Source: an optimization exercise on an open RTL-to-GDS flow (aim: small area, a short achievable clock period and few clock cycles per item). Production flows keep margins and buffers that such runs may drop.
No functional check of the RTL was part of any run shown here.

<file path="config.mk">
export PLATFORM = sky130hd
export DESIGN_NAME = fbindct_8bit
export DESIGN_NICKNAME = fbindct_8bit
export VERILOG_FILES = /design/flow/design.v
export SDC_FILE = /design/flow/constraint.sdc
export NUM_CORES = 4
export LEC_CHECK = 0
export CAP_MARGIN = 20
export CORE_MARGIN = 2
export CORE_UTILIZATION = 40
export SLEW_MARGIN = 20
export SYNTH_HIERARCHICAL = 1
</file>
<file path="constraint.sdc">
create_clock -name core_clock -period 10.0 [get_ports {clk}]
set_input_delay 2.0000 -clock core_clock [delete_from_list [all_inputs] [get_ports {clk}]]
set_output_delay 2.0000 -clock core_clock [all_outputs]
set_load 0.01 [all_outputs]
</file>
<file path="design.v">
`timescale 1ns / 1ps
module fbindct_8bit #(
  parameter IN_WIDTH = 8,
  parameter INT_BITS = 6,
  parameter FRAC_BITS = 6,
  parameter INTER_WIDTH = IN_WIDTH + INT_BITS + FRAC_BITS,
  parameter OUT_WIDTH = 20
)(
  input                                        clk,
  input                                        rst,
  input signed [8*IN_WIDTH-1:0]                x_in,
  input                                        ready_in,
  input                                        load,
  output                                       valid_out,
  output signed [8*OUT_WIDTH-1:0]              y_out
);
  wire signed [7:0] x0 = x_in[ 7: 0];
  wire signed [7:0] x1 = x_in[15: 8];
  wire signed [7:0] x2 = x_in[23:16];
  wire signed [7:0] x3 = x_in[31:24];
  wire signed [7:0] x4 = x_in[39:32];
  wire signed [7:0] x5 = x_in[47:40];
  wire signed [7:0] x6 = x_in[55:48];
  wire signed [7:0] x7 = x_in[63:56];
  reg vld;
  always @(posedge clk) begin
    if (rst)
      vld <= 1'b0;
    else if (load)
      vld <= 1'b1;
    else if (ready_in)
      vld <= 1'b0;
  end
  assign valid_out = vld;
  reg [8:0] s0, s1, s2, s3;
  reg [8:1] s4h, s5h, s6h, s7h;
  wire [8:0] n0 = x0 + x7, n1 = x1 + x6, n2 = x2 + x5, n3 = x3 + x4;
  wire [8:0] n4 = x3 - x4, n5 = x2 - x5, n6 = x1 - x6, n7 = x0 - x7;
  always @(posedge clk) begin
    if (load) begin
      s0 <= n0; s1 <= n1; s2 <= n2; s3 <= n3;
      s4h <= n4[8:1]; s5h <= n5[8:1]; s6h <= n6[8:1]; s7h <= n7[8:1];
    end
  end
  wire [8:0] s4 = {s4h, s3[0]}, s5 = {s5h, s2[0]}, s6 = {s6h, s1[0]}, s7 = {s7h, s0[0]};
  wire w1 = s0[0] ^ s1[0];
  wire w2 = s0[0] & s1[0];
  wire w3s, w3c;
  fbd_fa u3 (.a(s0[1]), .b(s1[1]), .c(s2[1]), .s(w3s), .co(w3c));
  wire w4s, w4c;
  fbd_fa u4 (.a(s0[2]), .b(s1[2]), .c(s2[2]), .s(w4s), .co(w4c));
  wire w5s, w5c;
  fbd_fa u5 (.a(s0[3]), .b(s1[3]), .c(s2[3]), .s(w5s), .co(w5c));
  wire w6s, w6c;
  fbd_fa u6 (.a(s0[4]), .b(s1[4]), .c(s2[4]), .s(w6s), .co(w6c));
  wire w7s, w7c;
  fbd_fa u7 (.a(s0[5]), .b(s1[5]), .c(s2[5]), .s(w7s), .co(w7c));
  wire w8s, w8c;
  fbd_fa u8 (.a(s0[6]), .b(s1[6]), .c(s2[6]), .s(w8s), .co(w8c));
  wire w9s, w9c;
  fbd_fa u9 (.a(s0[7]), .b(s1[7]), .c(s2[7]), .s(w9s), .co(w9c));
  wire w10s, w10c;
  fbd_fa u10 (.a(s0[8]), .b(s1[8]), .c(s2[8]), .s(w10s), .co(w10c));
  wire w11 = s2[0] ^ s3[0];
  wire w12 = s2[0] & s3[0];
  wire w13s, w13c;
  fbd_fa u13 (.a(s3[1]), .b(w2), .c(w3s), .s(w13s), .co(w13c));
  wire w14s, w14c;
  fbd_fa u14 (.a(s3[2]), .b(w3c), .c(w4s), .s(w14s), .co(w14c));
  wire w15s, w15c;
  fbd_fa u15 (.a(s3[3]), .b(w4c), .c(w5s), .s(w15s), .co(w15c));
  wire w16s, w16c;
  fbd_fa u16 (.a(s3[4]), .b(w5c), .c(w6s), .s(w16s), .co(w16c));
  wire w17s, w17c;
  fbd_fa u17 (.a(s3[5]), .b(w6c), .c(w7s), .s(w17s), .co(w17c));
  wire w18s, w18c;
  fbd_fa u18 (.a(s3[6]), .b(w7c), .c(w8s), .s(w18s), .co(w18c));
  wire w19s, w19c;
  fbd_fa u19 (.a(s3[7]), .b(w8c), .c(w9s), .s(w19s), .co(w19c));
  wire w20s, w20c;
  fbd_fa u20 (.a(s3[8]), .b(~w9c), .c(w10s), .s(w20s), .co(w20c));
  wire [10:0] e0_a = {1'b1, ~w20c, w19c, w18c, w17c, w16c, w15c, w14c, w13c, w12, w11};
  wire [10:0] e0_b = {1'b0, ~w10c, ~w20s, w19s, w18s, w17s, w16s, w15s, w14s, w13s, w1};
  wire [10:0] e0 = e0_a + e0_b;
  wire w21 = 1'b1 ^ s0[1];
  wire w22 = 1'b1 & s0[1];
  wire w23 = s0[2] ^ ~s1[2];
  wire w24 = s0[2] & ~s1[2];
  wire w25 = s0[3] ^ ~s1[3];
  wire w26 = s0[3] & ~s1[3];
  wire w27 = s0[4] ^ ~s1[4];
  wire w28 = s0[4] & ~s1[4];
  wire w29 = s0[5] ^ ~s1[5];
  wire w30 = s0[5] & ~s1[5];
  wire w31 = s0[6] ^ ~s1[6];
  wire w32 = s0[6] & ~s1[6];
  wire w33 = s0[7] ^ ~s1[7];
  wire w34 = s0[7] & ~s1[7];
  wire w35 = ~s0[8] ^ s1[8];
  wire w36 = ~s0[8] & s1[8];
  wire w37 = s0[0] ^ ~s1[0];
  wire w38 = s0[0] & ~s1[0];
  wire w39s, w39c;
  fbd_fa u39 (.a(s1[1]), .b(s2[1]), .c(~s3[1]), .s(w39s), .co(w39c));
  wire w40s, w40c;
  fbd_fa u40 (.a(~s2[2]), .b(s3[2]), .c(w22), .s(w40s), .co(w40c));
  wire w41s, w41c;
  fbd_fa u41 (.a(~s2[3]), .b(s3[3]), .c(w24), .s(w41s), .co(w41c));
  wire w42s, w42c;
  fbd_fa u42 (.a(~s2[4]), .b(s3[4]), .c(w26), .s(w42s), .co(w42c));
  wire w43s, w43c;
  fbd_fa u43 (.a(~s2[5]), .b(s3[5]), .c(w28), .s(w43s), .co(w43c));
  wire w44s, w44c;
  fbd_fa u44 (.a(~s2[6]), .b(s3[6]), .c(w30), .s(w44s), .co(w44c));
  wire w45s, w45c;
  fbd_fa u45 (.a(~s2[7]), .b(s3[7]), .c(w32), .s(w45s), .co(w45c));
  wire w46s, w46c;
  fbd_fa u46 (.a(s2[8]), .b(w34), .c(w35), .s(w46s), .co(w46c));
  wire w47 = ~s2[0] ^ s3[0];
  wire w48 = ~s2[0] & s3[0];
  wire w49s, w49c;
  fbd_fa u49 (.a(w38), .b(w21), .c(~w39s), .s(w49s), .co(w49c));
  wire w50s, w50c;
  fbd_fa u50 (.a(w23), .b(~w39c), .c(w40s), .s(w50s), .co(w50c));
  wire w51s, w51c;
  fbd_fa u51 (.a(w25), .b(w40c), .c(w41s), .s(w51s), .co(w51c));
  wire w52s, w52c;
  fbd_fa u52 (.a(w27), .b(w41c), .c(w42s), .s(w52s), .co(w52c));
  wire w53s, w53c;
  fbd_fa u53 (.a(w29), .b(w42c), .c(w43s), .s(w53s), .co(w53c));
  wire w54s, w54c;
  fbd_fa u54 (.a(w31), .b(w43c), .c(w44s), .s(w54s), .co(w54c));
  wire w55s, w55c;
  fbd_fa u55 (.a(w33), .b(w44c), .c(w45s), .s(w55s), .co(w55c));
  wire w56s, w56c;
  fbd_fa u56 (.a(~s3[8]), .b(w45c), .c(w46s), .s(w56s), .co(w56c));
  wire w57 = w36 ^ w46c;
  wire w58 = w36 & w46c;
  wire [10:0] e4_a = {w58, w56c, w55c, w54c, w53c, w52c, w51c, w50c, w49c, w48, w47};
  wire [10:0] e4_b = {1'b1, w57, w56s, w55s, w54s, w53s, w52s, w51s, w50s, w49s, w37};
  wire [10:0] e4 = e4_a + e4_b;
  wire w59 = 1'b1 ^ s1[0];
  wire w60 = 1'b1 & s1[0];
  wire w61 = s1[1] ^ ~s2[1];
  wire w62 = s1[1] & ~s2[1];
  wire w63 = s1[2] ^ ~s2[2];
  wire w64 = s1[2] & ~s2[2];
  wire w65 = s1[3] ^ ~s2[3];
  wire w66 = s1[3] & ~s2[3];
  wire w67 = s1[4] ^ ~s2[4];
  wire w68 = s1[4] & ~s2[4];
  wire w69 = s1[5] ^ ~s2[5];
  wire w70 = s1[5] & ~s2[5];
  wire w71 = 1'b1 ^ ~s0[0];
  wire w72 = 1'b1 & ~s0[0];
  wire w73 = ~s0[1] ^ ~s0[2];
  wire w74 = ~s0[1] & ~s0[2];
  wire w75s, w75c;
  fbd_fa u75 (.a(s2[0]), .b(s0[2]), .c(s0[3]), .s(w75s), .co(w75c));
  wire w76 = s3[2] ^ s3[3];
  wire w77 = s3[2] & s3[3];
  wire w78s, w78c;
  fbd_fa u78 (.a(s0[3]), .b(s0[4]), .c(~s3[3]), .s(w78s), .co(w78c));
  wire w79s, w79c;
  fbd_fa u79 (.a(s3[4]), .b(w60), .c(w61), .s(w79s), .co(w79c));
  wire w80s, w80c;
  fbd_fa u80 (.a(s0[4]), .b(s0[5]), .c(~s3[4]), .s(w80s), .co(w80c));
  wire w81s, w81c;
  fbd_fa u81 (.a(s3[5]), .b(w62), .c(w63), .s(w81s), .co(w81c));
  wire w82s, w82c;
  fbd_fa u82 (.a(s0[5]), .b(s0[6]), .c(~s3[5]), .s(w82s), .co(w82c));
  wire w83s, w83c;
  fbd_fa u83 (.a(s3[6]), .b(w64), .c(w65), .s(w83s), .co(w83c));
  wire w84s, w84c;
  fbd_fa u84 (.a(s0[6]), .b(s0[7]), .c(~s3[6]), .s(w84s), .co(w84c));
  wire w85s, w85c;
  fbd_fa u85 (.a(s3[7]), .b(w66), .c(w67), .s(w85s), .co(w85c));
  wire w86s, w86c;
  fbd_fa u86 (.a(~s0[7]), .b(s0[8]), .c(s3[7]), .s(w86s), .co(w86c));
  wire w87s, w87c;
  fbd_fa u87 (.a(~s3[8]), .b(w68), .c(w69), .s(w87s), .co(w87c));
  wire w88 = 1'b1 ^ s1[6] ^ ~s2[6];
  wire w89 = (1'b1 & s1[6]) | (1'b1 & ~s2[6]) | (s1[6] & ~s2[6]);
  wire w90s, w90c;
  fbd_fa u90 (.a(s0[8]), .b(~s3[8]), .c(w70), .s(w90s), .co(w90c));
  wire w91 = ~s0[1] ^ s3[0];
  wire w92 = ~s0[1] & s3[0];
  wire w93s, w93c;
  fbd_fa u93 (.a(s3[1]), .b(s3[2]), .c(w72), .s(w93s), .co(w93c));
  wire w94s, w94c;
  fbd_fa u94 (.a(w74), .b(w76), .c(w59), .s(w94s), .co(w94c));
  wire w95s, w95c;
  fbd_fa u95 (.a(~w77), .b(w75c), .c(w78s), .s(w95s), .co(w95c));
  wire w96s, w96c;
  fbd_fa u96 (.a(w78c), .b(w80s), .c(~w79c), .s(w96s), .co(w96c));
  wire w97s, w97c;
  fbd_fa u97 (.a(w80c), .b(w82s), .c(~w81c), .s(w97s), .co(w97c));
  wire w98s, w98c;
  fbd_fa u98 (.a(w82c), .b(w84s), .c(~w83c), .s(w98s), .co(w98c));
  wire w99s, w99c;
  fbd_fa u99 (.a(~w84c), .b(w86s), .c(w85c), .s(w99s), .co(w99c));
  wire w100s, w100c;
  fbd_fa u100 (.a(w86c), .b(w88), .c(w87c), .s(w100s), .co(w100c));
  wire w101s, w101c;
  fbd_fa u101 (.a(s1[7]), .b(~s2[7]), .c(w89), .s(w101s), .co(w101c));
  wire w102 = 1'b1 ^ ~s1[8];
  wire w103 = 1'b1 & ~s1[8];
  wire w104 = 1'b1 ^ ~s0[0];
  wire w105 = 1'b1 & ~s0[0];
  wire w106s, w106c;
  fbd_fa u106 (.a(s3[1]), .b(w91), .c(w71), .s(w106s), .co(w106c));
  wire w107s, w107c;
  fbd_fa u107 (.a(w92), .b(w73), .c(w93s), .s(w107s), .co(w107c));
  wire w108s, w108c;
  fbd_fa u108 (.a(~w75s), .b(w93c), .c(w94s), .s(w108s), .co(w108c));
  wire w109s, w109c;
  fbd_fa u109 (.a(w94c), .b(w79s), .c(~w95s), .s(w109s), .co(w109c));
  wire w110s, w110c;
  fbd_fa u110 (.a(~w81s), .b(w95c), .c(w96s), .s(w110s), .co(w110c));
  wire w111s, w111c;
  fbd_fa u111 (.a(~w83s), .b(w96c), .c(w97s), .s(w111s), .co(w111c));
  wire w112s, w112c;
  fbd_fa u112 (.a(~w85s), .b(w97c), .c(w98s), .s(w112s), .co(w112c));
  wire w113s, w113c;
  fbd_fa u113 (.a(w87s), .b(~w98c), .c(w99s), .s(w113s), .co(w113c));
  wire w114s, w114c;
  fbd_fa u114 (.a(w90s), .b(w99c), .c(w100s), .s(w114s), .co(w114c));
  wire w115s, w115c;
  fbd_fa u115 (.a(w90c), .b(w101s), .c(w100c), .s(w115s), .co(w115c));
  wire w116s, w116c;
  fbd_fa u116 (.a(s2[8]), .b(w102), .c(w101c), .s(w116s), .co(w116c));
  wire [13:0] e6_a = {1'b1, w116c, w115c, w114c, w113c, ~w112c, ~w111c, ~w110c, w109c, w108c, w107c, w106c, w105, w104};
  wire [13:0] e6_b = {1'b0, w103, w116s, w115s, w114s, w113s, ~w112s, ~w111s, ~w110s, w109s, w108s, w107s, w106s, s3[0]};
  wire [13:0] e6 = e6_a + e6_b;
  wire w117 = 1'b1 ^ s0[0] ^ ~s0[3];
  wire w118 = (1'b1 & s0[0]) | (1'b1 & ~s0[3]) | (s0[0] & ~s0[3]);
  wire w119s, w119c;
  fbd_fa u119 (.a(s0[1]), .b(s3[4]), .c(s3[7]), .s(w119s), .co(w119c));
  wire w120s, w120c;
  fbd_fa u120 (.a(s0[2]), .b(s0[8]), .c(s3[5]), .s(w120s), .co(w120c));
  wire w121 = 1'b1 ^ s0[3];
  wire w122 = 1'b1 & s0[3];
  wire w123 = 1'b1 ^ s0[4];
  wire w124 = 1'b1 & s0[4];
  wire w125 = 1'b1 ^ s0[5];
  wire w126 = 1'b1 & s0[5];
  wire w127s, w127c;
  fbd_fa u127 (.a(s0[1]), .b(s0[4]), .c(s2[0]), .s(w127s), .co(w127c));
  wire w128 = 1'b0 ^ s0[2] ^ s0[5];
  wire w129 = (1'b0 & s0[2]) | (1'b0 & s0[5]) | (s0[2] & s0[5]);
  wire w130s, w130c;
  fbd_fa u130 (.a(s3[2]), .b(s3[5]), .c(s1[1]), .s(w130s), .co(w130c));
  wire w131s, w131c;
  fbd_fa u131 (.a(s0[6]), .b(s3[0]), .c(s2[2]), .s(w131s), .co(w131c));
  wire w132s, w132c;
  fbd_fa u132 (.a(s3[3]), .b(s3[6]), .c(s1[2]), .s(w132s), .co(w132c));
  wire w133 = s1[3] ^ ~s2[3];
  wire w134 = s1[3] & ~s2[3];
  wire w135s, w135c;
  fbd_fa u135 (.a(s0[4]), .b(s0[7]), .c(s3[1]), .s(w135s), .co(w135c));
  wire w136s, w136c;
  fbd_fa u136 (.a(s1[3]), .b(s1[4]), .c(~s2[3]), .s(w136s), .co(w136c));
  wire w137s, w137c;
  fbd_fa u137 (.a(~s2[4]), .b(w119s), .c(w118), .s(w137s), .co(w137c));
  wire w138s, w138c;
  fbd_fa u138 (.a(s0[5]), .b(s3[2]), .c(s3[8]), .s(w138s), .co(w138c));
  wire w139s, w139c;
  fbd_fa u139 (.a(s1[4]), .b(s1[5]), .c(~s2[4]), .s(w139s), .co(w139c));
  wire w140s, w140c;
  fbd_fa u140 (.a(~s2[5]), .b(w119c), .c(w120s), .s(w140s), .co(w140c));
  wire w141s, w141c;
  fbd_fa u141 (.a(s0[6]), .b(s3[3]), .c(s2[5]), .s(w141s), .co(w141c));
  wire w142s, w142c;
  fbd_fa u142 (.a(s3[6]), .b(s1[5]), .c(s1[6]), .s(w142s), .co(w142c));
  wire w143s, w143c;
  fbd_fa u143 (.a(~s2[6]), .b(w121), .c(w120c), .s(w143s), .co(w143c));
  wire w144s, w144c;
  fbd_fa u144 (.a(s0[7]), .b(s3[4]), .c(s2[6]), .s(w144s), .co(w144c));
  wire w145s, w145c;
  fbd_fa u145 (.a(s3[7]), .b(s1[6]), .c(s1[7]), .s(w145s), .co(w145c));
  wire w146s, w146c;
  fbd_fa u146 (.a(~s2[7]), .b(w122), .c(w123), .s(w146s), .co(w146c));
  wire w147s, w147c;
  fbd_fa u147 (.a(s0[8]), .b(s1[7]), .c(s2[8]), .s(w147s), .co(w147c));
  wire w148s, w148c;
  fbd_fa u148 (.a(s3[5]), .b(s3[8]), .c(s1[8]), .s(w148s), .co(w148c));
  wire w149s, w149c;
  fbd_fa u149 (.a(~s2[7]), .b(w124), .c(w125), .s(w149s), .co(w149c));
  wire w150 = 1'b1 ^ s0[6] ^ ~s3[6];
  wire w151 = (1'b1 & s0[6]) | (1'b1 & ~s3[6]) | (s0[6] & ~s3[6]);
  wire w152 = ~s1[8] ^ s2[8];
  wire w153 = ~s1[8] & s2[8];
  wire w154s, w154c;
  fbd_fa u154 (.a(s0[0]), .b(s0[3]), .c(s2[0]), .s(w154s), .co(w154c));
  wire w155s, w155c;
  fbd_fa u155 (.a(s3[1]), .b(s3[4]), .c(s1[0]), .s(w155s), .co(w155c));
  wire w156 = s1[1] ^ ~s2[1];
  wire w157 = s1[1] & ~s2[1];
  wire w158s, w158c;
  fbd_fa u158 (.a(~s1[2]), .b(s2[1]), .c(s2[2]), .s(w158s), .co(w158c));
  wire w159s, w159c;
  fbd_fa u159 (.a(w127c), .b(w128), .c(~w130s), .s(w159s), .co(w159c));
  wire w160s, w160c;
  fbd_fa u160 (.a(w133), .b(w130c), .c(w132s), .s(w160s), .co(w160c));
  wire w161s, w161c;
  fbd_fa u161 (.a(w129), .b(w131s), .c(~w117), .s(w161s), .co(w161c));
  wire w162s, w162c;
  fbd_fa u162 (.a(w134), .b(w132c), .c(w136s), .s(w162s), .co(w162c));
  wire w163s, w163c;
  fbd_fa u163 (.a(w131c), .b(w135s), .c(~w137s), .s(w163s), .co(w163c));
  wire w164s, w164c;
  fbd_fa u164 (.a(w135c), .b(w138s), .c(~w136c), .s(w164s), .co(w164c));
  wire w165s, w165c;
  fbd_fa u165 (.a(w139s), .b(w137c), .c(w140s), .s(w165s), .co(w165c));
  wire w166s, w166c;
  fbd_fa u166 (.a(w138c), .b(w141s), .c(~w142s), .s(w166s), .co(w166c));
  wire w167s, w167c;
  fbd_fa u167 (.a(w139c), .b(w140c), .c(w143s), .s(w167s), .co(w167c));
  wire w168s, w168c;
  fbd_fa u168 (.a(w141c), .b(~w142c), .c(w144s), .s(w168s), .co(w168c));
  wire w169s, w169c;
  fbd_fa u169 (.a(w145s), .b(w146s), .c(w143c), .s(w169s), .co(w169c));
  wire w170s, w170c;
  fbd_fa u170 (.a(~w144c), .b(w145c), .c(w147s), .s(w170s), .co(w170c));
  wire w171s, w171c;
  fbd_fa u171 (.a(~w148s), .b(w146c), .c(w149s), .s(w171s), .co(w171c));
  wire w172s, w172c;
  fbd_fa u172 (.a(w126), .b(w152), .c(w147c), .s(w172s), .co(w172c));
  wire w173s, w173c;
  fbd_fa u173 (.a(~w148c), .b(w150), .c(w149c), .s(w173s), .co(w173c));
  wire w174 = 1'b1 ^ s0[7] ^ ~s3[7];
  wire w175 = (1'b1 & s0[7]) | (1'b1 & ~s3[7]) | (s0[7] & ~s3[7]);
  wire w176 = w153 ^ w151;
  wire w177 = w153 & w151;
  wire w178 = s3[0] ^ s3[3];
  wire w179 = s3[0] & s3[3];
  wire w180s, w180c;
  fbd_fa u180 (.a(w156), .b(~w154c), .c(w155s), .s(w180s), .co(w180c));
  wire w181s, w181c;
  fbd_fa u181 (.a(w157), .b(w155c), .c(~w158s), .s(w181s), .co(w181c));
  wire w182s, w182c;
  fbd_fa u182 (.a(w158c), .b(w159c), .c(w161s), .s(w182s), .co(w182c));
  wire w183s, w183c;
  fbd_fa u183 (.a(w160c), .b(w162s), .c(~w161c), .s(w183s), .co(w183c));
  wire w184s, w184c;
  fbd_fa u184 (.a(w162c), .b(~w164s), .c(w165s), .s(w184s), .co(w184c));
  wire w185s, w185c;
  fbd_fa u185 (.a(w164c), .b(w166s), .c(~w165c), .s(w185s), .co(w185c));
  wire w186s, w186c;
  fbd_fa u186 (.a(w166c), .b(w168s), .c(~w167c), .s(w186s), .co(w186c));
  wire w187s, w187c;
  fbd_fa u187 (.a(~w168c), .b(w170s), .c(w169c), .s(w187s), .co(w187c));
  wire w188s, w188c;
  fbd_fa u188 (.a(w172s), .b(w170c), .c(w171c), .s(w188s), .co(w188c));
  wire w189s, w189c;
  fbd_fa u189 (.a(w174), .b(w176), .c(w172c), .s(w189s), .co(w189c));
  wire w190s, w190c;
  fbd_fa u190 (.a(~s0[8]), .b(s3[8]), .c(w175), .s(w190s), .co(w190c));
  wire w191 = 1'b1 ^ ~s0[0];
  wire w192 = 1'b1 & ~s0[0];
  wire w193 = ~s0[1] ^ s3[1];
  wire w194 = ~s0[1] & s3[1];
  wire w195 = ~s0[2] ^ s3[2];
  wire w196 = ~s0[2] & s3[2];
  wire w197s, w197c;
  fbd_fa u197 (.a(s1[0]), .b(w178), .c(~w154s), .s(w197s), .co(w197c));
  wire w198s, w198c;
  fbd_fa u198 (.a(w179), .b(~w127s), .c(w180s), .s(w198s), .co(w198c));
  wire w199s, w199c;
  fbd_fa u199 (.a(w180c), .b(~w159s), .c(w181s), .s(w199s), .co(w199c));
  wire w200s, w200c;
  fbd_fa u200 (.a(w160s), .b(w181c), .c(~w182s), .s(w200s), .co(w200c));
  wire w201s, w201c;
  fbd_fa u201 (.a(w182c), .b(~w183s), .c(w163s), .s(w201s), .co(w201c));
  wire w202s, w202c;
  fbd_fa u202 (.a(w183c), .b(~w163c), .c(w184s), .s(w202s), .co(w202c));
  wire w203s, w203c;
  fbd_fa u203 (.a(w167s), .b(~w185s), .c(w184c), .s(w203s), .co(w203c));
  wire w204s, w204c;
  fbd_fa u204 (.a(~w169s), .b(w185c), .c(w186s), .s(w204s), .co(w204c));
  wire w205s, w205c;
  fbd_fa u205 (.a(w171s), .b(~w186c), .c(w187s), .s(w205s), .co(w205c));
  wire w206s, w206c;
  fbd_fa u206 (.a(w173s), .b(w188s), .c(w187c), .s(w206s), .co(w206c));
  wire w207s, w207c;
  fbd_fa u207 (.a(w189s), .b(w173c), .c(w188c), .s(w207s), .co(w207c));
  wire w208s, w208c;
  fbd_fa u208 (.a(w177), .b(w190s), .c(w189c), .s(w208s), .co(w208c));
  wire [16:0] e2_a = {1'b1, w208c, w207c, w206c, w205c, ~w204c, w203c, w202c, ~w201c, w200c, w199c, w198c, w197c, w196, w194, w192, w191};
  wire [16:0] e2_b = {1'b0, w190c, w208s, w207s, w206s, w205s, ~w204s, w203s, w202s, ~w201s, w200s, w199s, w198s, w197s, w195, w193, s3[0]};
  wire [16:0] e2 = e2_a + e2_b;
  wire w209 = 1'b1 ^ s5[7];
  wire w210 = 1'b1 & s5[7];
  wire w211 = s5[2] ^ s5[3];
  wire w212 = s5[2] & s5[3];
  wire w213s, w213c;
  fbd_fa u213 (.a(s5[3]), .b(s5[4]), .c(s6[1]), .s(w213s), .co(w213c));
  wire w214s, w214c;
  fbd_fa u214 (.a(s5[4]), .b(s5[5]), .c(s6[2]), .s(w214s), .co(w214c));
  wire w215s, w215c;
  fbd_fa u215 (.a(s5[5]), .b(s5[6]), .c(s6[3]), .s(w215s), .co(w215c));
  wire w216s, w216c;
  fbd_fa u216 (.a(s5[6]), .b(s5[7]), .c(s6[4]), .s(w216s), .co(w216c));
  wire w217s, w217c;
  fbd_fa u217 (.a(~s5[8]), .b(s6[5]), .c(s7[5]), .s(w217s), .co(w217c));
  wire w218s, w218c;
  fbd_fa u218 (.a(~s5[8]), .b(s6[6]), .c(s7[6]), .s(w218s), .co(w218c));
  wire w219 = 1'b1 ^ s6[7];
  wire w220 = 1'b1 & s6[7];
  wire w221 = 1'b1 ^ ~s6[8];
  wire w222 = 1'b1 & ~s6[8];
  wire w223 = s6[0] ^ s7[0];
  wire w224 = s6[0] & s7[0];
  wire w225s, w225c;
  fbd_fa u225 (.a(s7[1]), .b(w212), .c(w213s), .s(w225s), .co(w225c));
  wire w226s, w226c;
  fbd_fa u226 (.a(s7[2]), .b(w213c), .c(w214s), .s(w226s), .co(w226c));
  wire w227s, w227c;
  fbd_fa u227 (.a(s7[3]), .b(w214c), .c(w215s), .s(w227s), .co(w227c));
  wire w228s, w228c;
  fbd_fa u228 (.a(s7[4]), .b(w215c), .c(w216s), .s(w228s), .co(w228c));
  wire w229s, w229c;
  fbd_fa u229 (.a(w209), .b(w216c), .c(w217s), .s(w229s), .co(w229c));
  wire w230s, w230c;
  fbd_fa u230 (.a(w210), .b(w217c), .c(w218s), .s(w230s), .co(w230c));
  wire w231s, w231c;
  fbd_fa u231 (.a(s7[7]), .b(w219), .c(w218c), .s(w231s), .co(w231c));
  wire w232s, w232c;
  fbd_fa u232 (.a(~s7[8]), .b(w220), .c(w221), .s(w232s), .co(w232c));
  wire [13:0] o1_a = {1'b1, w232c, w231c, w230c, w229c, w228c, w227c, w226c, w225c, w224, w223, s5[1], s5[0], s5[0]};
  wire [13:0] o1_b = {1'b0, w222, w232s, w231s, w230s, w229s, w228s, w227s, w226s, w225s, w211, s5[2], s5[1], 1'b0};
  wire [13:0] o1 = o1_a + o1_b;
  wire w233 = 1'b1 ^ s4[0];
  wire w234 = 1'b1 & s4[0];
  wire w235 = s4[1] ^ ~s5[1];
  wire w236 = s4[1] & ~s5[1];
  wire w237 = s4[2] ^ ~s5[2];
  wire w238 = s4[2] & ~s5[2];
  wire w239 = s4[3] ^ ~s5[3];
  wire w240 = s4[3] & ~s5[3];
  wire w241 = 1'b1 ^ s4[4] ^ ~s5[4];
  wire w242 = (1'b1 & s4[4]) | (1'b1 & ~s5[4]) | (s4[4] & ~s5[4]);
  wire w243s, w243c;
  fbd_fa u243 (.a(s5[0]), .b(s5[4]), .c(s7[3]), .s(w243s), .co(w243c));
  wire w244s, w244c;
  fbd_fa u244 (.a(s5[3]), .b(~s5[5]), .c(s6[2]), .s(w244s), .co(w244c));
  wire w245 = ~s7[4] ^ w234;
  wire w246 = ~s7[4] & w234;
  wire w247s, w247c;
  fbd_fa u247 (.a(s5[4]), .b(~s5[6]), .c(s6[3]), .s(w247s), .co(w247c));
  wire w248s, w248c;
  fbd_fa u248 (.a(~s7[5]), .b(w236), .c(w237), .s(w248s), .co(w248c));
  wire w249s, w249c;
  fbd_fa u249 (.a(s5[5]), .b(~s5[7]), .c(s6[4]), .s(w249s), .co(w249c));
  wire w250s, w250c;
  fbd_fa u250 (.a(~s7[6]), .b(w238), .c(w239), .s(w250s), .co(w250c));
  wire w251s, w251c;
  fbd_fa u251 (.a(s5[6]), .b(s5[8]), .c(s6[5]), .s(w251s), .co(w251c));
  wire w252s, w252c;
  fbd_fa u252 (.a(~s7[7]), .b(w240), .c(w241), .s(w252s), .co(w252c));
  wire w253s, w253c;
  fbd_fa u253 (.a(s4[5]), .b(s5[7]), .c(s6[6]), .s(w253s), .co(w253c));
  wire w254s, w254c;
  fbd_fa u254 (.a(~s5[5]), .b(s7[8]), .c(w242), .s(w254s), .co(w254c));
  wire w255s, w255c;
  fbd_fa u255 (.a(~s4[6]), .b(s5[6]), .c(s5[8]), .s(w255s), .co(w255c));
  wire w256 = s5[1] ^ ~s5[3];
  wire w257 = s5[1] & ~s5[3];
  wire w258s, w258c;
  fbd_fa u258 (.a(s5[2]), .b(s6[1]), .c(w233), .s(w258s), .co(w258c));
  wire w259s, w259c;
  fbd_fa u259 (.a(w235), .b(w244s), .c(w245), .s(w259s), .co(w259c));
  wire w260s, w260c;
  fbd_fa u260 (.a(w244c), .b(w246), .c(w247s), .s(w260s), .co(w260c));
  wire w261s, w261c;
  fbd_fa u261 (.a(w247c), .b(w249s), .c(w248c), .s(w261s), .co(w261c));
  wire w262s, w262c;
  fbd_fa u262 (.a(w251s), .b(w249c), .c(w250c), .s(w262s), .co(w262c));
  wire w263s, w263c;
  fbd_fa u263 (.a(w251c), .b(w253s), .c(w252c), .s(w263s), .co(w263c));
  wire w264s, w264c;
  fbd_fa u264 (.a(s6[7]), .b(w253c), .c(~w255s), .s(w264s), .co(w264c));
  wire w265s, w265c;
  fbd_fa u265 (.a(~s4[7]), .b(s5[7]), .c(s6[8]), .s(w265s), .co(w265c));
  wire w266 = 1'b1 ^ ~s4[8];
  wire w267 = 1'b1 & ~s4[8];
  wire w268 = 1'b1 ^ ~s5[1];
  wire w269 = 1'b1 & ~s5[1];
  wire w270s, w270c;
  fbd_fa u270 (.a(~s5[0]), .b(s5[2]), .c(s7[1]), .s(w270s), .co(w270c));
  wire w271s, w271c;
  fbd_fa u271 (.a(s6[0]), .b(~s7[2]), .c(w256), .s(w271s), .co(w271c));
  wire w272s, w272c;
  fbd_fa u272 (.a(w257), .b(~w243s), .c(w258s), .s(w272s), .co(w272c));
  wire w273s, w273c;
  fbd_fa u273 (.a(~w243c), .b(w258c), .c(w259s), .s(w273s), .co(w273c));
  wire w274s, w274c;
  fbd_fa u274 (.a(w248s), .b(w259c), .c(w260s), .s(w274s), .co(w274c));
  wire w275s, w275c;
  fbd_fa u275 (.a(w250s), .b(w260c), .c(w261s), .s(w275s), .co(w275c));
  wire w276s, w276c;
  fbd_fa u276 (.a(w252s), .b(w261c), .c(w262s), .s(w276s), .co(w276c));
  wire w277s, w277c;
  fbd_fa u277 (.a(w254s), .b(w262c), .c(w263s), .s(w277s), .co(w277c));
  wire w278s, w278c;
  fbd_fa u278 (.a(w254c), .b(w264s), .c(w263c), .s(w278s), .co(w278c));
  wire w279s, w279c;
  fbd_fa u279 (.a(w255c), .b(w265s), .c(~w264c), .s(w279s), .co(w279c));
  wire w280s, w280c;
  fbd_fa u280 (.a(s5[8]), .b(w266), .c(~w265c), .s(w280s), .co(w280c));
  wire [14:0] o7_a = {1'b1, w280c, ~w279c, w278c, w277c, w276c, w275c, w274c, w273c, w272c, w271c, ~w270c, w269, w268, 1'b1};
  wire [14:0] o7_b = {1'b0, w267, w280s, ~w279s, w278s, w277s, w276s, w275s, w274s, w273s, w272s, w271s, ~w270s, ~s7[0], ~s5[0]};
  wire [14:0] o7 = o7_a + o7_b;
  wire w281 = 1'b1 ^ s4[1] ^ s5[2];
  wire w282 = (1'b1 & s4[1]) | (1'b1 & s5[2]) | (s4[1] & s5[2]);
  wire w283s, w283c;
  fbd_fa u283 (.a(s4[2]), .b(s5[3]), .c(s6[3]), .s(w283s), .co(w283c));
  wire w284s, w284c;
  fbd_fa u284 (.a(s4[3]), .b(s5[4]), .c(s6[4]), .s(w284s), .co(w284c));
  wire w285 = 1'b1 ^ s4[4] ^ s5[5];
  wire w286 = (1'b1 & s4[4]) | (1'b1 & s5[5]) | (s4[4] & s5[5]);
  wire w287 = s5[8] ^ ~s6[3];
  wire w288 = s5[8] & ~s6[3];
  wire w289s, w289c;
  fbd_fa u289 (.a(s4[5]), .b(s5[6]), .c(s6[6]), .s(w289s), .co(w289c));
  wire w290 = 1'b1 ^ s4[6];
  wire w291 = 1'b1 & s4[6];
  wire w292 = 1'b1 ^ s4[7];
  wire w293 = 1'b1 & s4[7];
  wire w294s, w294c;
  fbd_fa u294 (.a(s4[0]), .b(s5[1]), .c(s6[1]), .s(w294s), .co(w294c));
  wire w295s, w295c;
  fbd_fa u295 (.a(s5[5]), .b(s6[0]), .c(s7[4]), .s(w295s), .co(w295c));
  wire w296 = s6[2] ^ s7[1];
  wire w297 = s6[2] & s7[1];
  wire w298s, w298c;
  fbd_fa u298 (.a(s5[6]), .b(s6[1]), .c(s7[5]), .s(w298s), .co(w298c));
  wire w299s, w299c;
  fbd_fa u299 (.a(s7[2]), .b(w282), .c(w283s), .s(w299s), .co(w299c));
  wire w300s, w300c;
  fbd_fa u300 (.a(s5[7]), .b(s6[2]), .c(s7[6]), .s(w300s), .co(w300c));
  wire w301s, w301c;
  fbd_fa u301 (.a(s7[3]), .b(w283c), .c(w284s), .s(w301s), .co(w301c));
  wire w302s, w302c;
  fbd_fa u302 (.a(s6[5]), .b(s7[4]), .c(~s7[7]), .s(w302s), .co(w302c));
  wire w303s, w303c;
  fbd_fa u303 (.a(w287), .b(w284c), .c(w285), .s(w303s), .co(w303c));
  wire w304s, w304c;
  fbd_fa u304 (.a(~s6[4]), .b(s7[5]), .c(s7[8]), .s(w304s), .co(w304c));
  wire w305s, w305c;
  fbd_fa u305 (.a(w288), .b(w286), .c(w289s), .s(w305s), .co(w305c));
  wire w306s, w306c;
  fbd_fa u306 (.a(s5[7]), .b(s6[7]), .c(s7[6]), .s(w306s), .co(w306c));
  wire w307s, w307c;
  fbd_fa u307 (.a(~s6[5]), .b(w290), .c(w289c), .s(w307s), .co(w307c));
  wire w308s, w308c;
  fbd_fa u308 (.a(s5[8]), .b(s6[6]), .c(s6[8]), .s(w308s), .co(w308c));
  wire w309s, w309c;
  fbd_fa u309 (.a(s7[7]), .b(w291), .c(w292), .s(w309s), .co(w309c));
  wire w310s, w310c;
  fbd_fa u310 (.a(s4[8]), .b(s6[7]), .c(s7[8]), .s(w310s), .co(w310c));
  wire w311 = s5[0] ^ ~s5[3];
  wire w312 = s5[0] & ~s5[3];
  wire w313s, w313c;
  fbd_fa u313 (.a(s5[4]), .b(~s7[0]), .c(s7[3]), .s(w313s), .co(w313c));
  wire w314s, w314c;
  fbd_fa u314 (.a(w296), .b(w294c), .c(w281), .s(w314s), .co(w314c));
  wire w315s, w315c;
  fbd_fa u315 (.a(~w297), .b(w295c), .c(w298s), .s(w315s), .co(w315c));
  wire w316s, w316c;
  fbd_fa u316 (.a(w298c), .b(w300s), .c(~w299c), .s(w316s), .co(w316c));
  wire w317s, w317c;
  fbd_fa u317 (.a(~w300c), .b(w302s), .c(w301c), .s(w317s), .co(w317c));
  wire w318s, w318c;
  fbd_fa u318 (.a(w302c), .b(w304s), .c(w303c), .s(w318s), .co(w318c));
  wire w319s, w319c;
  fbd_fa u319 (.a(w306s), .b(w304c), .c(w305c), .s(w319s), .co(w319c));
  wire w320s, w320c;
  fbd_fa u320 (.a(w306c), .b(w309s), .c(w307c), .s(w320s), .co(w320c));
  wire w321s, w321c;
  fbd_fa u321 (.a(~w293), .b(w308c), .c(w310s), .s(w321s), .co(w321c));
  wire w322 = 1'b1 ^ s6[8];
  wire w323 = 1'b1 & s6[8];
  wire w324 = 1'b1 ^ ~s5[1];
  wire w325 = 1'b1 & ~s5[1];
  wire w326 = ~s5[2] ^ ~s7[1];
  wire w327 = ~s5[2] & ~s7[1];
  wire w328s, w328c;
  fbd_fa u328 (.a(s6[0]), .b(~s7[2]), .c(w311), .s(w328s), .co(w328c));
  wire w329s, w329c;
  fbd_fa u329 (.a(w312), .b(w294s), .c(~w313s), .s(w329s), .co(w329c));
  wire w330s, w330c;
  fbd_fa u330 (.a(w295s), .b(w313c), .c(~w314s), .s(w330s), .co(w330c));
  wire w331s, w331c;
  fbd_fa u331 (.a(w314c), .b(w299s), .c(~w315s), .s(w331s), .co(w331c));
  wire w332s, w332c;
  fbd_fa u332 (.a(~w301s), .b(w315c), .c(w316s), .s(w332s), .co(w332c));
  wire w333s, w333c;
  fbd_fa u333 (.a(w303s), .b(~w316c), .c(w317s), .s(w333s), .co(w333c));
  wire w334s, w334c;
  fbd_fa u334 (.a(w305s), .b(w318s), .c(w317c), .s(w334s), .co(w334c));
  wire w335s, w335c;
  fbd_fa u335 (.a(w307s), .b(w318c), .c(w319s), .s(w335s), .co(w335c));
  wire w336s, w336c;
  fbd_fa u336 (.a(~w308s), .b(w319c), .c(w320s), .s(w336s), .co(w336c));
  wire w337s, w337c;
  fbd_fa u337 (.a(w309c), .b(~w321s), .c(w320c), .s(w337s), .co(w337c));
  wire w338s, w338c;
  fbd_fa u338 (.a(~w322), .b(w310c), .c(w321c), .s(w338s), .co(w338c));
  wire [14:0] o5_a = {~w338c, w337c, w336c, w335c, w334c, w333c, ~w332c, w331c, ~w330c, w329c, w328c, w327, w325, w324, 1'b1};
  wire [14:0] o5_b = {w323, ~w338s, w337s, w336s, w335s, w334s, w333s, ~w332s, w331s, ~w330s, w329s, w328s, w326, ~s7[0], ~s5[0]};
  wire [14:0] o5 = o5_a + o5_b;
  wire w339 = ~s4[0] ^ ~s5[0];
  wire w340 = ~s4[0] & ~s5[0];
  wire w341 = 1'b0 ^ s4[1] ^ s5[1];
  wire w342 = (1'b0 & s4[1]) | (1'b0 & s5[1]) | (s4[1] & s5[1]);
  wire w343 = ~s5[4] ^ ~s5[5];
  wire w344 = ~s5[4] & ~s5[5];
  wire w345s, w345c;
  fbd_fa u345 (.a(s4[2]), .b(s5[2]), .c(s5[5]), .s(w345s), .co(w345c));
  wire w346 = ~s5[6] ^ ~s6[3];
  wire w347 = ~s5[6] & ~s6[3];
  wire w348s, w348c;
  fbd_fa u348 (.a(s4[3]), .b(s5[3]), .c(s5[6]), .s(w348s), .co(w348c));
  wire w349 = ~s5[7] ^ ~s6[4];
  wire w350 = ~s5[7] & ~s6[4];
  wire w351 = 1'b0 ^ s4[4] ^ s5[4];
  wire w352 = (1'b0 & s4[4]) | (1'b0 & s5[4]) | (s4[4] & s5[4]);
  wire w353s, w353c;
  fbd_fa u353 (.a(s5[7]), .b(~s5[8]), .c(s6[5]), .s(w353s), .co(w353c));
  wire w354 = 1'b0 ^ s4[5] ^ s5[5];
  wire w355 = (1'b0 & s4[5]) | (1'b0 & s5[5]) | (s4[5] & s5[5]);
  wire w356 = s5[8] ^ ~s6[6];
  wire w357 = s5[8] & ~s6[6];
  wire w358 = 1'b1 ^ ~s5[2];
  wire w359 = 1'b1 & ~s5[2];
  wire w360s, w360c;
  fbd_fa u360 (.a(s5[3]), .b(s5[4]), .c(s6[1]), .s(w360s), .co(w360c));
  wire w361 = s7[0] ^ s7[3];
  wire w362 = s7[0] & s7[3];
  wire w363s, w363c;
  fbd_fa u363 (.a(~s6[2]), .b(s7[1]), .c(s7[4]), .s(w363s), .co(w363c));
  wire w364s, w364c;
  fbd_fa u364 (.a(w340), .b(w343), .c(~w341), .s(w364s), .co(w364c));
  wire w365s, w365c;
  fbd_fa u365 (.a(s7[2]), .b(s7[5]), .c(w344), .s(w365s), .co(w365c));
  wire w366s, w366c;
  fbd_fa u366 (.a(~w346), .b(w342), .c(w345s), .s(w366s), .co(w366c));
  wire w367s, w367c;
  fbd_fa u367 (.a(s7[3]), .b(s7[6]), .c(w347), .s(w367s), .co(w367c));
  wire w368s, w368c;
  fbd_fa u368 (.a(~w349), .b(w345c), .c(w348s), .s(w368s), .co(w368c));
  wire w369s, w369c;
  fbd_fa u369 (.a(s7[4]), .b(s7[7]), .c(w350), .s(w369s), .co(w369c));
  wire w370s, w370c;
  fbd_fa u370 (.a(w348c), .b(w351), .c(w353s), .s(w370s), .co(w370c));
  wire w371s, w371c;
  fbd_fa u371 (.a(s7[5]), .b(~s7[8]), .c(w356), .s(w371s), .co(w371c));
  wire w372s, w372c;
  fbd_fa u372 (.a(w352), .b(w354), .c(w353c), .s(w372s), .co(w372c));
  wire w373s, w373c;
  fbd_fa u373 (.a(s4[6]), .b(s5[6]), .c(s6[7]), .s(w373s), .co(w373c));
  wire w374s, w374c;
  fbd_fa u374 (.a(s7[6]), .b(w357), .c(~w355), .s(w374s), .co(w374c));
  wire w375s, w375c;
  fbd_fa u375 (.a(s4[7]), .b(s5[7]), .c(~s6[8]), .s(w375s), .co(w375c));
  wire w376 = 1'b1 ^ ~s5[0];
  wire w377 = 1'b1 & ~s5[0];
  wire w378 = ~s5[1] ^ ~s5[2];
  wire w379 = ~s5[1] & ~s5[2];
  wire w380s, w380c;
  fbd_fa u380 (.a(s5[3]), .b(s6[0]), .c(~s7[2]), .s(w380s), .co(w380c));
  wire w381s, w381c;
  fbd_fa u381 (.a(w359), .b(w361), .c(w339), .s(w381s), .co(w381c));
  wire w382s, w382c;
  fbd_fa u382 (.a(w362), .b(~w360c), .c(w363s), .s(w382s), .co(w382c));
  wire w383s, w383c;
  fbd_fa u383 (.a(w363c), .b(w365s), .c(w364c), .s(w383s), .co(w383c));
  wire w384s, w384c;
  fbd_fa u384 (.a(w365c), .b(w367s), .c(~w366c), .s(w384s), .co(w384c));
  wire w385s, w385c;
  fbd_fa u385 (.a(w367c), .b(w369s), .c(~w368c), .s(w385s), .co(w385c));
  wire w386s, w386c;
  fbd_fa u386 (.a(w369c), .b(w371s), .c(~w370c), .s(w386s), .co(w386c));
  wire w387s, w387c;
  fbd_fa u387 (.a(w373s), .b(~w371c), .c(w372c), .s(w387s), .co(w387c));
  wire w388s, w388c;
  fbd_fa u388 (.a(~s7[7]), .b(w373c), .c(w375s), .s(w388s), .co(w388c));
  wire w389s, w389c;
  fbd_fa u389 (.a(s4[8]), .b(s5[8]), .c(~s7[8]), .s(w389s), .co(w389c));
  wire w390 = ~s5[1] ^ s7[0];
  wire w391 = ~s5[1] & s7[0];
  wire w392s, w392c;
  fbd_fa u392 (.a(s7[1]), .b(w377), .c(w378), .s(w392s), .co(w392c));
  wire w393s, w393c;
  fbd_fa u393 (.a(w379), .b(w358), .c(~w380s), .s(w393s), .co(w393c));
  wire w394s, w394c;
  fbd_fa u394 (.a(w360s), .b(w380c), .c(~w381s), .s(w394s), .co(w394c));
  wire w395s, w395c;
  fbd_fa u395 (.a(w381c), .b(w364s), .c(w382s), .s(w395s), .co(w395c));
  wire w396s, w396c;
  fbd_fa u396 (.a(~w366s), .b(w382c), .c(w383s), .s(w396s), .co(w396c));
  wire w397s, w397c;
  fbd_fa u397 (.a(~w368s), .b(w383c), .c(w384s), .s(w397s), .co(w397c));
  wire w398s, w398c;
  fbd_fa u398 (.a(~w370s), .b(w384c), .c(w385s), .s(w398s), .co(w398c));
  wire w399s, w399c;
  fbd_fa u399 (.a(~w372s), .b(w385c), .c(w386s), .s(w399s), .co(w399c));
  wire w400s, w400c;
  fbd_fa u400 (.a(w374s), .b(w386c), .c(~w387s), .s(w400s), .co(w400c));
  wire w401s, w401c;
  fbd_fa u401 (.a(~w374c), .b(w388s), .c(w387c), .s(w401s), .co(w401c));
  wire w402s, w402c;
  fbd_fa u402 (.a(w375c), .b(~w389s), .c(w388c), .s(w402s), .co(w402c));
  wire [14:0] o3_a = {1'b1, ~w402c, ~w401c, w400c, w399c, w398c, w397c, w396c, w395c, ~w394c, w393c, w392c, w391, w390, 1'b1};
  wire [14:0] o3_b = {1'b0, w389c, ~w402s, ~w401s, w400s, w399s, w398s, w397s, w396s, w395s, ~w394s, w393s, w392s, w376, ~s5[0]};
  wire [14:0] o3 = o3_a + o3_b;
  assign y_out[19:0] = {{3{e0[10]}}, e0, 6'b0};
  assign y_out[39:20] = {{3{o1[13]}}, o1, 3'b0};
  assign y_out[59:40] = {{3{e2[16]}}, e2};
  assign y_out[79:60] = {{4{o3[14]}}, o3, 1'b0};
  assign y_out[99:80] = {{4{e4[10]}}, e4, 5'b0};
  assign y_out[119:100] = {{3{o5[14]}}, o5, 2'b0};
  assign y_out[139:120] = {{3{e6[13]}}, e6, 3'b0};
  assign y_out[159:140] = {{3{o7[14]}}, o7, 2'b0};
endmodule
module fbd_fa (
  input  a,
  input  b,
  input  c,
  output s,
  output co
);
  assign s  = a ^ b ^ c;
  assign co = (a & b) | (a & c) | (b & c);
endmodule
</file>
<file path="flow/run.sh">
#!/bin/bash
# The standard layout, with plain buf_1 cells as the port buffers instead of the
# delay buffers buffer_ports picks by default. Every port still gets its buffer.
set -euo pipefail
bash standard.sh "BUFFER_PORTS_ARGS=-buffer_cell sky130_fd_sc_hd__buf_1" finish > standard_flow.log 2>&1
</file>
<file path="standard.sh">
#!/bin/bash
# synth_recipe.tcl (not shown) runs the flow's synth.tcl, then flattens the netlist and writes it again
# the make line also repeats each setting of config.mk as NAME=value (left out here)
make -C /OpenROAD-flow-scripts/flow DESIGN_CONFIG=/design/flow/config.mk WORK_HOME=/design/flow/orfs CLKGATE_MAP_FILE= SYNTH_SCRIPT=/design/flow/synth_recipe.tcl "${@:-finish}"
</file>
==> impl_summary.txt, run 1 <==
----------------------------------------------------
[Outcome]
  Run status ... timing/DRC/antenna clean

[Setup path]
  Kind of start point of the critical path ... flop
  Cell-by-cell listing of the critical path ... inv_1 -> ha_1 -> inv_1 -> fa_1 -> fa_1 -> inv_1 -> fa_1 -> inv_1 -> fa_1 -> ha_1 -> nand4_1 -> nor2_1 -> a311oi_2 -> and2b_1 -> o2111ai_1 -> or3b_1 -> buf_1
  Length in cells of the worst reg-to-reg path ... 2
  Critical-path maximum fanout ... 10
  Crit path capture type ... output port
  Critical path start-end classification ... reg -> out
  Cell with the largest stage delay on the worst path ... sky130_fd_sc_hd__edfxtp_1
  Largest delay contributor family on the critical path ... adder cells
  Delay of the slowest critical-path stage ... 650 ps
  Data arrival time of the critical path ... 5380 ps
  Worst reg2reg endpoint ... vld
  Reg2reg start ... vld
  Worst R2R Setup Slack ... 9410 ps
  Data required, critical path ... 8000 ps
  CP bufs+invs ... 5

[Floorplanning]
  Effective utilization at floorplan ... 40.68%
  Core outline area ... 38740 um2
  Number of placed I/O pins ... 229
  Chip Width ... 202.5 um
  Height of the die ... 202.5 um
  Die Area ... 41000 um2
  Cell Rows ... 72

[Clock tree]
  Total clock buffers created by CTS ... 9
  Buffers inserted by post-CTS timing repair ... 0
  Number of sinks on the clock net ... 69
  Longest Clk Path Bufs ... 2
  CTS Hold Buffers Added ... 0
  Reg clk slew, reported paths ... 60 ps
  CTS tree ... yes
  Skew-Pair Late Insertion Delay ... 330 ps
  Clock tree root driver cell ... sky130_fd_sc_hd__clkbuf_16
  # H-tree levels ... 3
  Total of cells resized after clock tree synthesis ... 0

[Global route]
  Most Used Layer, Global Route ... met2
  Vias in the first global route ... 11.66k
  Global routing usage on met1 ... 29.96%
  GRT Total Usage ... 20.26%
  Number of antenna violations at the first check in global routing ... 0
  Met2 usage in global routing ... 32.58%
  Largest net degree at the start of global routing ... 70
  Total gr overflow ... 0
  Global-route met3 utilization ... 2.600%
  Wire length of the first global-routing pass ... 64.52 mm

[Synthesis]
  Gate Count Post-Synth ... 1561
  Yosys top cell by area ... sky130_fd_sc_hd__fa_1
  Synth Flop Type ... sky130_fd_sc_hd__edfxtp_1
  Distinct cell type count of the synthesized netlist ... 69
  Area share of the largest cell type after synthesis ... 33.03%
  Share of the yosys chip area belonging to registers ... 13.08%
  Post-synthesis sequential element count ... 69
  Netlist Area Pre-Place ... 15760 um2
  Async S/R FF share, synth ... 0%
  Count of flip-flops with a built-in enable after synthesis ... 68
  Synth top area cells ... sky130_fd_sc_hd__fa_1, sky130_fd_sc_hd__ha_1, sky130_fd_sc_hd__edfxtp_1, sky130_fd_sc_hd__inv_1, sky130_fd_sc_hd__xnor2_1
  Mapped Avg Cell Area ... 10.10 um2
  Number of synthesis warnings ... 7

[Finish]
  FF+latch area ... 2062 um2
  Final std cell area, no fill ... 17150 um2
  Number of antenna diodes ... 0
  Final Net Count ... 2280
  Growth of design area from synthesis to finish ... 8.797%
  Fill cells ... 3781
  Share of cells above drive strength 1 ... 1.952%
  Area of the multi-input gates ... 12310 um2

[STA]
  Unrepaired setup endpoints after global routing ... false
  Hold Fails Final Rpt ... 0
  Pin slew with the least headroom to its limit ... 929.3 ps
  TNS Setup ... 0 ps
  Final setup violating endpoints ... 0
  Max Transition Viols Final ... 0
  Part of the cycle the worst path needs ... 73.81%
  Final period demand of the worst path ... 7381 ps
  Setup skew after layout ... 0 ps
  Max Fclk ... 0.1355 GHz
  Max-slew headroom ... 38.04%

[Drt]
  Via-per-instance ratio ... 5.051
  Number of design-rule violations left by the first detailed-router iteration ... 687
  Via count ... 11.42k
  Remaining antenna violation count ... 0
  Final WL ... 40.73 mm
  Residual DRC count ... 0
  Routed length per instance ... 18.02 um
  Drt first pass iters ... 5

[Placed design]
  Final weighted congestion of routability-driven global placement ... 0.8727
  Half-perimeter wire length after placement ... 35.24 mm
  Port Buffer Count ... 206
  Cell area reported after detailed placement ... 16830 um2

[Hold path]
  Start point of the worst min-delay path ... vld
  HP Class ... reg -> reg
  Worst Hold End ... vld
  Depth of the worst hold-timing path ... 2

[Flow run]
  Max cap viols ... 0

----------------------------------------------------
metrics by stage:
stage / setup slack (ps) / cells / hold slack, ps / util (%)
6_report: 2619 / 2260 / 500.6 / 44.26
5_1_grt: 2363 / 2260 / 548.2 / 44.26
4_1_cts: 2604 / 2260 / 514.6 / 44.26
3_5_place_dp: 2977 / 2244 / 500.4 / 43.45
3_3_place_gp: 3123 / 2244 / 468.1 / 43.45
2_1_floorplan: 3650 / 1582 / 520.5 / -
final cells by class:
class,instances,area share (%)
Clock buffer,9,1.314
Clock inverter,7,0.5181
Inverter,272,5.955
Multi-Input combinational cell,1177,71.80
Sequential cell,69,12.03
Tap cell,518,3.780
Timing Repair Buffer,208,4.605
sequential cells by signal, summed over array words and instances (netlist names):
signal	count
s0	9
s1	9
s2	9
s3	9
s4h	8
s5h	8
s6h	8
s7h	8
vld	1
Yosys cell counts, types with 7 or more instances:
library cell               instances
sky130_fd_sc_hd__inv_1           272
sky130_fd_sc_hd__fa_1            260
sky130_fd_sc_hd__ha_1            215
sky130_fd_sc_hd__nor2_1           80
sky130_fd_sc_hd__a21oi_1          76
sky130_fd_sc_hd__xnor2_1          74
sky130_fd_sc_hd__edfxtp_1         68
sky130_fd_sc_hd__o21ai_0          63
sky130_fd_sc_hd__buf_4            54
sky130_fd_sc_hd__nand2_1          42
sky130_fd_sc_hd__xor2_1           39
sky130_fd_sc_hd__nor2b_1          37
sky130_fd_sc_hd__nand2b_1         29
sky130_fd_sc_hd__nor3_1           27
sky130_fd_sc_hd__nand3_1          24
sky130_fd_sc_hd__a21o_1           23
sky130_fd_sc_hd__a21boi_0         11
sky130_fd_sc_hd__o211ai_1         11
sky130_fd_sc_hd__o21bai_1         11
sky130_fd_sc_hd__o21a_1           10
sky130_fd_sc_hd__a31oi_1           9
sky130_fd_sc_hd__and3_1            9
sky130_fd_sc_hd__a221oi_1          8
sky130_fd_sc_hd__or3_1             8
sky130_fd_sc_hd__a211oi_1          7
sky130_fd_sc_hd__mux2i_1           7
cells by family after synthesis:
family	after synthesis	share of synthesized area (%)
compound gates	279	11.78
xor+xnor	113	6.280
fa+ha+maj	475	50.10
buf+inv	336	9.297
flops	69	13.08
mux	8	0.5161
other cells	1	0.02380
simple gates	280	8.916
per-module statistics from Yosys (local to each module, per instance):
module | times used | area [um2] | flops+latches
fbindct_8bit | 1 | 10830 | 69
fbd_fa | 246 | 20.02 | 0
placed cells by master, fill, tap and decap left out, types with 6 or more instances in the layout:
master	instances
sky130_fd_sc_hd__or3_1	8
sky130_fd_sc_hd__a31oi_1	9
sky130_fd_sc_hd__o21a_1	10
sky130_fd_sc_hd__nand2_1	42
sky130_fd_sc_hd__conb_1	22
sky130_fd_sc_hd__nor2b_1	37
sky130_fd_sc_hd__o211ai_1	11
sky130_fd_sc_hd__xnor2_1	74
sky130_fd_sc_hd__o21ai_0	63
sky130_fd_sc_hd__a211oi_1	7
sky130_fd_sc_hd__nand2b_1	29
sky130_fd_sc_hd__o31a_1	6
sky130_fd_sc_hd__nor2_1	80
sky130_fd_sc_hd__buf_1	205
sky130_fd_sc_hd__o21bai_1	11
sky130_fd_sc_hd__ha_1	215
sky130_fd_sc_hd__clkbuf_16	9
sky130_fd_sc_hd__inv_1	272
sky130_fd_sc_hd__a21boi_0	11
sky130_fd_sc_hd__nand4_1	6
sky130_fd_sc_hd__xor2_1	39
sky130_fd_sc_hd__nor3_1	27
sky130_fd_sc_hd__edfxtp_1	68
sky130_fd_sc_hd__a21oi_1	76
sky130_fd_sc_hd__a221oi_1	8
sky130_fd_sc_hd__mux2i_1	7
sky130_fd_sc_hd__a21o_1	23
sky130_fd_sc_hd__fa_1	260
sky130_fd_sc_hd__and3_1	9
sky130_fd_sc_hd__nand3_1	24
metal layers:
layer  part of all wire [%]  wire length (um)  vias to the layer above
met2                     46             18750                      288
met3                    4.7              1927                       24
met4                    1.1               449                        0
met5                      0                 0                        -
met1                     48             19600                     5643
li1                       -                 -                     5461
worst reg2reg max path, cell delays in order (launching register included):
cell,delay [ps]
sky130_fd_sc_hd__dfxtp_1,310
sky130_fd_sc_hd__a21oi_1,120
sky130_fd_sc_hd__nor2_1,60
worst max-delay path by stage:
stage | from | endpoint | slack, ps | cells past startpoint
3_3_place_gp | s0[0] | y_out[55] | 3120 | 17
5_1_grt | s0[0] | y_out[55] | 2360 | 15
3_5_place_dp | s0[0] | y_out[55] | 2980 | 17
2_1_floorplan | s3[4] | y_out[57] | 3650 | 15
4_1_cts | s0[0] | y_out[55] | 2600 | 17
6_report | s0[0] | y_out[55] | 2620 | 17
==> run 2, diff against run 1 <==
==> run.sh (new file) <==
#!/bin/bash
# synth_recipe.tcl (not shown) runs the flow's synth.tcl, then flattens the netlist and writes it again
# the make line also repeats each setting of config.mk as NAME=value (left out here)
make -C /OpenROAD-flow-scripts/flow DESIGN_CONFIG=/design/flow/config.mk WORK_HOME=/design/flow/orfs CLKGATE_MAP_FILE= SYNTH_SCRIPT=/design/flow/synth_recipe.tcl finish
removed: flow/run.sh
removed: standard.sh
==> run 2 against run 1 <==
Effect of this change: count of clock-buffer cells in the layout unchanged; area after synthesis unchanged; worst setup slack worse by 310 ps; first-iteration DRC count up 2.5%.
==> impl_summary.txt, run 2 <==
----------------------------------------------------
[Synthesis]
  Async S/R FF share, synth ... 0%
  Netlist Area Pre-Place ... 15760 um2
  Count of flip-flops with a built-in enable after synthesis ... 68
  Distinct cell type count of the synthesized netlist ... 69
  Share of the yosys chip area belonging to registers ... 13.08%
  Mapped Avg Cell Area ... 10.10 um2
  Gate Count Post-Synth ... 1561
  Post-synthesis sequential element count ... 69
  Synth Flop Type ... sky130_fd_sc_hd__edfxtp_1
  Number of synthesis warnings ... 7
  Yosys top cell by area ... sky130_fd_sc_hd__fa_1
  Area share of the largest cell type after synthesis ... 33.03%
  Top cells by count, synth ... sky130_fd_sc_hd__inv_1, sky130_fd_sc_hd__fa_1, sky130_fd_sc_hd__ha_1
  Synth top area cells ... sky130_fd_sc_hd__fa_1, sky130_fd_sc_hd__ha_1, sky130_fd_sc_hd__edfxtp_1, sky130_fd_sc_hd__inv_1, sky130_fd_sc_hd__xnor2_1
  Library cell with the highest instance count after synthesis ... sky130_fd_sc_hd__inv_1

[Setup path]
  Cell with the largest stage delay on the worst path ... sky130_fd_sc_hd__edfxtp_1
  Critical path start-end classification ... reg -> out
  Kind of start point of the critical path ... flop
  Data required, critical path ... 8000 ps
  Cell-by-cell listing of the critical path ... inv_1 -> ha_1 -> inv_1 -> fa_1 -> fa_1 -> inv_1 -> fa_1 -> inv_1 -> fa_1 -> ha_1 -> nand4_1 -> nor2_1 -> a311oi_2 -> and2b_1 -> o2111ai_1 -> or3b_1 -> clkdlybuf4s50_1
  Crit path capture type ... output port
  Data arrival time of the critical path ... 5700 ps
  Critical-path maximum fanout ... 10
  Delay of the slowest critical-path stage ... 640 ps

[Global route]
  Number of antenna violations at the first check in global routing ... 0
  Total gr overflow ... 0
  Wire length of the first global-routing pass ... 64.89 mm
  Vias in the first global route ... 11.74k
  GRT Total Usage ... 20.32%
  Largest net degree at the start of global routing ... 70

[STA]
  Setup skew after layout ... 0 ps
  Max Fclk ... 0.1299 GHz
  Worst hold margin ... 495.4 ps
  Max Transition Viols Final ... 0
  Final period demand of the worst path ... 7696 ps
  Final setup violating endpoints ... 0
  Part of the cycle the worst path needs ... 76.96%
  Hold Fails Final Rpt ... 0
  TNS Setup ... 0 ps
  Unrepaired setup endpoints after global routing ... false
  Max-slew headroom ... 40.19%
  Pin slew with the least headroom to its limit ... 897.1 ps

[Clock tree]
  Total clock buffers created by CTS ... 9
  Reg clk slew, reported paths ... 60 ps
  # H-tree levels ... 3
  Buffers inserted by post-CTS timing repair ... 0
  Longest Clk Path Bufs ... 2
  Skew-Pair Late Insertion Delay ... 330 ps
  CTS Hold Buffers Added ... 0
  Clock tree root driver cell ... sky130_fd_sc_hd__clkbuf_16
  CTS tree ... yes
  Total of cells resized after clock tree synthesis ... 0
  Number of sinks on the clock net ... 69

[Drt]
  Number of design-rule violations left by the first detailed-router iteration ... 704
  Residual DRC count ... 0
  Final WL ... 40.47 mm
  Routed length per instance ... 17.91 um
  Remaining antenna violation count ... 0
  Via count ... 11.46k
  Drt first pass iters ... 5
  Via-per-instance ratio ... 5.069

[Floorplanning]
  Number of placed I/O pins ... 229
  Die Area ... 41000 um2
  Height of the die ... 202.5 um
  Chip Width ... 202.5 um
  Core outline area ... 38740 um2
  Cell Rows ... 72
  Effective utilization at floorplan ... 40.68%

[Placed design]
  Final weighted congestion of routability-driven global placement ... 0.8947
  Port Buffer Count ... 206
  Half-perimeter wire length after placement ... 35.14 mm

[Finish]
  Most used cells in the layout excluding fill and tap cells ... sky130_fd_sc_hd__inv_1, sky130_fd_sc_hd__fa_1, sky130_fd_sc_hd__ha_1
  Commonest non-fill, non-tap cell in the layout ... sky130_fd_sc_hd__inv_1
  Share of cells above drive strength 1 ... 1.952%
  Growth of design area from synthesis to finish ... 17.09%
  Number of antenna diodes ... 0
  Final Net Count ... 2280

[Outcome]
  Run status ... timing/DRC/antenna clean

[Hold path]
  HP Class ... reg -> reg

[Flow run]
  Max cap viols ... 0

----------------------------------------------------
-- run 2: cell counts after synthesis --
Identical to the previous run, type by type.
-- run 2: final cells by class --
class	instances	area (um2)
Tap cell	518	648.1
Multi-Input combinational cell	1177	12310
Clock inverter	7	113.9
Timing Repair Buffer	208	2072
Inverter	272	1021
Sequential cell	69	2062
Clock buffer	9	225.2
Fill cell	3676	20280
-- run 2: logic make-up after synthesis --
group	synth area share, %
adder cells (fa/ha/maj)	50.10
buffers and inverters	9.297
AND/OR/NAND/NOR	8.916
AO/OA/AOI/OAI	11.78
XOR/XNOR	6.280
flip-flops	13.08
multiplexers	0.5161
other	0.02380
-- run 2: worst max-delay path: cells and delay by family (launching register included) --
| family | cells | cell delay [ps] |
|---|---|---|
| adders and majority gates | 6 | 2230 |
| DFF | 1 | 640 |
| AOI/OAI and AO/OA | 2 | 320 |
| buffers and inverters | 5 | 1130 |
| and+or+nand+nor | 4 | 1040 |
-- run 2: path summary, 6_finish.rpt --
check	startpoint	to	slack [ps]	depth (start not counted)
max	s0[0]	y_out[55]	2300	17
min	vld	vld	500	2
max reg2reg	vld	vld	9420	2
min reg2reg	vld	vld	500	2
-- run 2: routing by layer --
| metal | up-vias | wire [um] | GRT usage [%] |
|---|---|---|---|
| li1 | 5451 | - | - |
| met2 | 323 | 18250 | 32.06 |
| met3 | 20 | 2289 | 3.002 |
| met5 | - | 0 | 0 |
| met1 | 5662 | 19500 | 30.49 |
| met4 | 0 | 433 | 2.398 |
-- run 2: Yosys stat by module, one instance, submodules excluded --
module,cells inside,flip-flops and latches,copies in the design,area (um2)
fbindct_8bit,1315,69,1,10830
fbd_fa,1,0,246,20.02
-- run 2: metrics by stage --
step	std cells	utilization (%)	setup slack [ps]	instance area [um2]
detailed placement	2244	46.76	2647	18110
global placement	2244	46.76	2751	18110
floorplan	1582	-	3650	15840
CTS	2260	47.64	2274	18450
finish	2260	47.64	2304	18450
global route	2260	47.64	1933	18450

-- port drivers added, routing unchanged --
The flow's constraints put no driver on any port. The routed layouts listed below were extracted and timed again, unchanged, in two steps.
Step 1 sets driving cells, clkbuf_16 on the clock port and buf_2 on the other inputs (assumed; they add their load-dependent delay and slew).
Step 2, shift: input delay + t, output delay - t, t = (earliest + latest rising clock arrival at the registers) / 2. This alone moves slack from input paths to output paths.
a / b / c = no drivers / after step 1 / after step 2; a / b = the first two.
| run | t, ns | slack for setup (ns) | worst setup path after step 2 |
|---|---|---|---|
| run 1 | 0.367 | 2.619 / 2.579 / 2.946 | register to output |
| run 2 | 0.366 | 2.304 / 2.263 / 2.629 | register to output |
After both steps setup and hold are still met in every run listed.
